From an optimization exercise on the open Yosys and OpenROAD flow, aimed at a short achievable clock period and few clock cycles; shortcuts taken in it are not production practice. The RTL was checked by simulation tests, not by an equivalence proof against the original design. No activity file was given, so power comes from the tool's default toggle rates.

Setup of build 65:
==> flow/design.v (excerpt) <==
module cpu(
    input clk,
    input rst,
    input [31:0] i_IM_inst,
    input [31:0] i_DM_DI,
    output logic [31:0] o_IM_addr,
    output logic        o_DM_CS,
    output logic [3:0]  o_DM_WEB,
    output logic [31:0] o_DM_addr,
    output logic [31:0] o_DM_DI
);
Size: about 2,500 flip-flops, about 0.10 mm2 of cells after synthesis.
Settings: LEC_CHECK=0, ABC_CLOCK_PERIOD_IN_PS=2000, CAP_MARGIN=20, CELL_PAD_IN_SITES_GLOBAL_PLACEMENT=2, CORE_MARGIN=2, CORE_UTILIZATION=30, PLACE_DENSITY=0.5, SLEW_MARGIN=20; clock period 11.0 ns.
standard.sh (not shown) runs the stock make flow with config.mk's settings and CLKGATE_MAP_FILE= SYNTH_SCRIPT=/design/flow/synth_recipe.tcl, a recipe that flattens the netlist after the stock synthesis.
==> flow/flow/run.sh <==
#!/bin/bash
# The standard layout (standard synthesis, clock and constraints), with
# timing repair asked to leave 7.7 ns of setup slack at the design's period,
# and plain buffers (buf_4) rather than delay cells on the ports.
bash standard.sh SETUP_SLACK_MARGIN=7.7 "BUFFER_PORTS_ARGS=-buffer_cell sky130_fd_sc_hd__buf_4" finish > flow.log 2>&1
Testbench counts of build 65, summed over its fixed seeds: cycles 327,403.
Modified inputs, build 6 compared to build 65
Settings: ABC_CLOCK_PERIOD_IN_PS now 3000, was 2000.
==> flow/flow/run.sh <==
#!/bin/bash
# The standard layout (standard synthesis, clock and constraints), with
# timing repair asked to leave 7.4 ns of setup slack at the design's period,
# and plain buffers (buf_4) rather than delay cells on the ports.
bash standard.sh SETUP_SLACK_MARGIN=7.4 "BUFFER_PORTS_ARGS=-buffer_cell sky130_fd_sc_hd__buf_4" finish > flow.log 2>&1
### Flow results
Type of the worst setup path: flip-flop to output pin -> build 65, flip-flop to flip-flop -> build 6
Row via count: build 6 lower / build 65 higher
Core utilization: build 6 lower than build 65
End point of the critical path: e_b[25] -> build 6, o_DM_CS -> build 65
Compared with build 65, build 6 shows relative area change from synthesis to final layout lower by 6.2 points.
Final cell area excluding filler cells: build 6 vs build 65 down about 4.7%
> inputs changed (build 6 -> build 64)
==> flow/flow/run.sh <==
#!/bin/bash
# The standard layout (standard synthesis, clock and constraints), with
# timing repair asked to leave 8.0 ns of setup slack at the design's period,
# and plain buffers (buf_4) rather than delay cells on the ports.
bash standard.sh SETUP_SLACK_MARGIN=8.0 "BUFFER_PORTS_ARGS=-buffer_cell sky130_fd_sc_hd__buf_4" finish > flow.log 2>&1
[summary]
Build 6 has a lower part of the cycle the worst path needs than build 64.
Across both runs, starting DRC count in detailed routing was higher for build 64 than for build 6.
Non-clock buffer share of cell area was lower in the run labelled build 6.
Area of combinational cells with multiple inputs, build 6 and build 64: lower on build 6
Summary of build 64 over build 6: clock tree buffer count of the final layout ~0 delta; count of inverters not on the clock network in the layout +16.
Sort build 6 and build 64 by arrival time of data at the critical path endpoint desc -> top: build 64

---

cpu, a different RTL version from the one above (not shown whole).
For scale: ~2600 flip-flops, about 110000 sq um of cells after synthesis.
// cpu
module cpu(
    input clk,
    input rst,
    input [31:0] i_IM_inst,
    input [31:0] i_DM_DI,
    output logic [31:0] o_IM_addr,
    output logic        o_DM_CS,
    output logic [3:0]  o_DM_WEB,
    output logic [31:0] o_DM_addr,
    output logic [31:0] o_DM_DI
);
Settings: LEC_CHECK=0, ABC_CLOCK_PERIOD_IN_PS=3000, CAP_MARGIN=20, CELL_PAD_IN_SITES_GLOBAL_PLACEMENT=2, CORE_MARGIN=2, CORE_UTILIZATION=30, PLACE_DENSITY=0.5, SLEW_MARGIN=20; clock period 11.0 ns.
==> flow/flow/run.sh <==
#!/bin/bash
# The standard layout (standard synthesis, clock and constraints), with
# timing repair asked to leave 7.85 ns of setup slack at the design's period,
# and plain buffers (buf_4) rather than delay cells on the ports.
bash standard.sh SETUP_SLACK_MARGIN=7.85 "BUFFER_PORTS_ARGS=-buffer_cell sky130_fd_sc_hd__buf_4" finish > flow.log 2>&1
The first run completed with no timing, DRC or antenna violations.
Testbench counts at the start, summed over its fixed seeds: cycles 323,908.
Then changed:
==> flow/flow/run.sh (replaced) <==
#!/bin/bash
# The standard layout (standard synthesis, clock and constraints), with
# timing repair asked to leave 7.7 ns of setup slack at the design's period,
# and plain buffers (buf_4) rather than delay cells on the ports.
bash standard.sh SETUP_SLACK_MARGIN=7.7 "BUFFER_PORTS_ARGS=-buffer_cell sky130_fd_sc_hd__buf_4" finish > flow.log 2>&1
Outcome: The changed run went through all stages and came out clean. Sequential power is about the same. First-iteration DRC count decreases by 2.5%. Count of clock-buffer cells in the layout is lower by 25. Core utilization is lower by 0.34 points.

---

main:
cpu again, from the RTL that the note above started with.
// cpu
module cpu(
    input clk,
    input rst,
    input [31:0] i_IM_inst,
    input [31:0] i_DM_DI,
    output logic [31:0] o_IM_addr,
    output logic        o_DM_CS,
    output logic [3:0]  o_DM_WEB,
    output logic [31:0] o_DM_addr,
    output logic [31:0] o_DM_DI
);
clock: 11.0 ns
lec_check: 0
abc_clock_period_in_ps: 3000
cap_margin: 20
cell_pad_in_sites_global_placement: 2
core_margin: 2
core_utilization: 25
place_density: 0.45
slew_margin: 20
==> flow/flow/run.sh <==
#!/bin/bash
# The standard layout (standard synthesis, clock and constraints), with
# timing repair asked to leave 7.7 ns of setup slack at the design's period,
# and plain buffers (buf_4) rather than delay cells on the ports.
bash standard.sh SETUP_SLACK_MARGIN=7.7 "BUFFER_PORTS_ARGS=-buffer_cell sky130_fd_sc_hd__buf_4" finish > flow.log 2>&1
main: PASS, flow complete, no timing, DRC or antenna violations
Testbench counts of main, summed over its fixed seeds: cycles 323,908.
Relative to main, the following input files were edited for the feature branch:
- CORE_UTILIZATION: 25 -> 33
- PLACE_DENSITY: 0.45 -> 0.52
--- outcome ---
Against main, the feature branch comes in about 1.4% lower on total internal power.
The feature branch reached the final stage; the timing, design-rule and antenna checks on its layout passed.
Sum of internal, switching and leakage power (the feature branch vs. main) decreases slightly
The feature branch vs. main: post-route standard cell area excluding fillers went down by 1.2%.
For main, the capturing element of the worst setup path was o_IM_addr[25], unlike the feature branch, where it was o_IM_addr[26].
The feature branch vs main, instance count: the feature branch lower
Comparing the two runs side by side, the feature branch comes out ahead of main on time the worst path needs with I/O delays and setup.
The length of routed wiring on met1 in the feature branch was lower than what main gave.
Sequential cell area share (the feature branch over main): increase, 0.63 points

==> re-timing with driven ports <==
Ports are ideal in the flow. The routed layouts listed here were re-timed in OpenROAD. Step 1 assumes that a clkbuf_16 drives the clock port and a buf_2 every other input. Step 2 moves the port delays by t, midway between the first and last clock arrival at a register: inputs arrive t later, outputs are due t later. That takes back most of the time a late clock gives input paths. Three values: no drivers, after step 1, after step 2; two values: the first two.
run | shift t [ns] | setup WS [ns] | worst setup path at the end | latest minus earliest clock arrival (ns) | slew at the worst register clock pin (ns)
build 65 | 1.032 | 7.217 / 7.091 / 6.474 | input to register | 0.085 / 0.085 | 0.07 / 0.07
build 6 | 1.017 | 7.172 / 7.132 / 6.380 | input to register | 0.082 / 0.082 | 0.07 / 0.07
build 64 | 1.026 | 7.120 / 7.093 / 6.466 | input to register | 0.072 / 0.071 | 0.07 / 0.07
the first run of note 2 | 1.047 | 7.207 / 7.090 / 6.578 | input to register | 0.102 / 0.103 | 0.07 / 0.07
the second run of note 2 | 1.026 | 7.242 / 7.133 / 6.565 | input to register | 0.093 / 0.093 | 0.08 / 0.08
main | 1.070 | 7.164 / 7.045 / 6.454 | input to register | 0.102 / 0.101 | 0.07 / 0.07
the feature branch | 1.049 | 7.218 / 7.094 / 6.508 | input to register | 0.087 / 0.086 | 0.07 / 0.07
After both steps setup and hold are still met in every run listed. The setup slack of build 6, which loses most, moves by -0.040 ns with the drivers and by -0.792 ns with both steps.
